This is an optimization exercise on Yosys and OpenROAD, whose aim is a short achievable clock period and few clock cycles, not a production implementation. The RTL was checked by simulation tests, not by an equivalence proof against the original design. Power is estimated from default activity; no workload was simulated.

old:
// RV32I_CPU
module RV32I_CPU (
     input         I_CLK
    ,input         I_RST_N
    ,input  [31:0] I_INSTR
    ,input  [31:0] I_MEM_RD_DATA
    ,output [31:0] O_PC
    ,output        O_MEM_WR
    ,output [ 3:0] O_MEM_WR_STRB
    ,output [31:0] O_MEM_ADDR
    ,output [31:0] O_MEM_WR_DATA
);
    localparam [6:0] OP_LUI   = 7'b0110111;
    localparam [6:0] OP_AUIPC = 7'b0010111;
    localparam [6:0] OP_JAL   = 7'b1101111;
    localparam [6:0] OP_JALR  = 7'b1100111;
    localparam [6:0] OP_BR    = 7'b1100011;
    localparam [6:0] OP_LD    = 7'b0000011;
    localparam [6:0] OP_ST    = 7'b0100011;
    localparam [6:0] OP_IMM   = 7'b0010011;
    localparam [6:0] OP_RR    = 7'b0110011;
    reg  [31:0] r_pc_o;      
    reg  [31:0] r_pc_n;      
    wire [31:0] w_pc_f = ~r_pc_n;
    reg         r_v_x;       
    reg         r_haz_x;     
    reg         r_pred_x;    
    reg  [31:0] r_ir_x;
    reg  [31:0] r_pc_x;
    reg  [31:0] r_rs1_x;     
    reg  [31:0] r_rs2_x;
    reg  [31:0] r_rs1n_x;    
    reg  [31:0] r_rs2n_x;    
    reg  [31:0] r_rd_x;      
    reg         r_lui_x, r_auipc_x, r_jal_x, r_jalr_x, r_br_x, r_ld_x, r_st_x, r_imm_x, r_rr_x;
    reg         r_wb_x;      
    reg         r_sub_x;     
    reg         r_m_wr;      
    reg         r_m_ld;      
    reg  [31:0] r_m_rd;      
    reg  [ 4:0] r_m_rdb;     
    reg         r_ldw_x;     
    reg  [ 2:0] r_m_f3;
    reg  [31:0] r_m_addr;
    reg  [31:0] r_m_wdata;
    reg  [ 3:0] r_m_strb;
    reg         r_w_ld;      
    reg  [31:0] r_w_rd;      
    reg  [ 2:0] r_w_f3;
    reg  [31:0] r_w_raw;     
    reg         r_fwd1_x;    
    reg         r_fwd2_x;
    wire [2:0] w_f3 = r_ir_x[14:12];
    wire [31:0] w_imm_i = {{20{r_ir_x[31]}}, r_ir_x[31:20]};
    wire [31:0] w_imm_s = {{20{r_ir_x[31]}}, r_ir_x[31:25], r_ir_x[11:7]};
    wire [31:0] w_imm_b = {{19{r_ir_x[31]}}, r_ir_x[31], r_ir_x[7], r_ir_x[30:25], r_ir_x[11:8], 1'b0};
    wire [31:0] w_imm_u = {r_ir_x[31:12], 12'h0};
  ...
clock: 28.0 ns
lec_check: 0
abc_clock_period_in_ps: 5000
cap_margin: 20
cell_pad_in_sites_detail_placement: 1
cell_pad_in_sites_global_placement: 2
core_margin: 2
core_utilization: 35
place_density: 0.5
slew_margin: 20
standard.sh (not shown) runs the stock make flow with config.mk's settings and CLKGATE_MAP_FILE= SYNTH_SCRIPT=/design/flow/synth_recipe.tcl, a recipe that flattens the netlist after the stock synthesis.
==> flow/flow/run.sh <==
#!/bin/bash
# Layout: the standard flow (standard.sh), with two changes to how the
# resizer works; the clock, the constraints and every step stay the same:
#  - timing repair aims at a shorter period than the 28 ns clock the design is
#    laid out and signed off at (a setup slack margin), so that it works on the
#    design's critical paths;
#  - ports are buffered with buf_4 cells rather than the resizer's default pick.
# make's full output goes to make.log here; ORFS's own per-step logs stay
# under orfs/logs/.
set -o pipefail
bash standard.sh SETUP_SLACK_MARGIN=21.5 TNS_END_PERCENT=100 \
    "BUFFER_PORTS_ARGS=-buffer_cell sky130_fd_sc_hd__buf_4" finish > make.log 2>&1
Testbench counts of old, summed over its fixed seeds: cycles 83,468.
Changes in new relative to old:
diff --git a/flow/flow/run.sh b/flow/flow/run.sh
--- a/flow/flow/run.sh
+++ b/flow/flow/run.sh
@@ -9,4 +9,4 @@
 # under orfs/logs/.
 set -o pipefail
-bash standard.sh SETUP_SLACK_MARGIN=21.5 TNS_END_PERCENT=100 \
+bash standard.sh SETUP_SLACK_MARGIN=21 TNS_END_PERCENT=100 \
     "BUFFER_PORTS_ARGS=-buffer_cell sky130_fd_sc_hd__buf_4" finish > make.log 2>&1
## What came out
[compare] base=old new=new: transition time of the tightest slew-check pin rose 0.13 ns; combinational logic power went down about 5%; minimum hold slack neither gained nor lost much; global routing usage on met2 saw a decrease.

==> port drivers added, routing unchanged <==
The flow's constraints put no driver on any port. The routed layouts listed below were extracted and timed again, unchanged, in two steps. Step 1 assumes that a clkbuf_16 drives the clock port and a buf_2 every other input. Step 2 times the ports against the registers' clock, not the clock port: input delays grow and output delays shrink by t, the midpoint of the rising clock arrivals with the driver on. Slacks: ideal ports / drivers / drivers and shift; pairs: ideal ports / drivers.
| run | t, ns | slack for setup (ns) | worst setup path after step 2 | pins driven straight from the clock port |
|---|---|---|---|---|
| old | 1.007 | 20.887 / 20.783 / 20.493 | input to register | 1 |
| new | 1.010 | 20.870 / 20.763 / 20.317 | input to register | 1 |
After both steps every run listed still meets setup and hold. For new, which loses most, drivers alone change the setup slack by -0.107 ns; drivers and shift together by -0.553 ns.
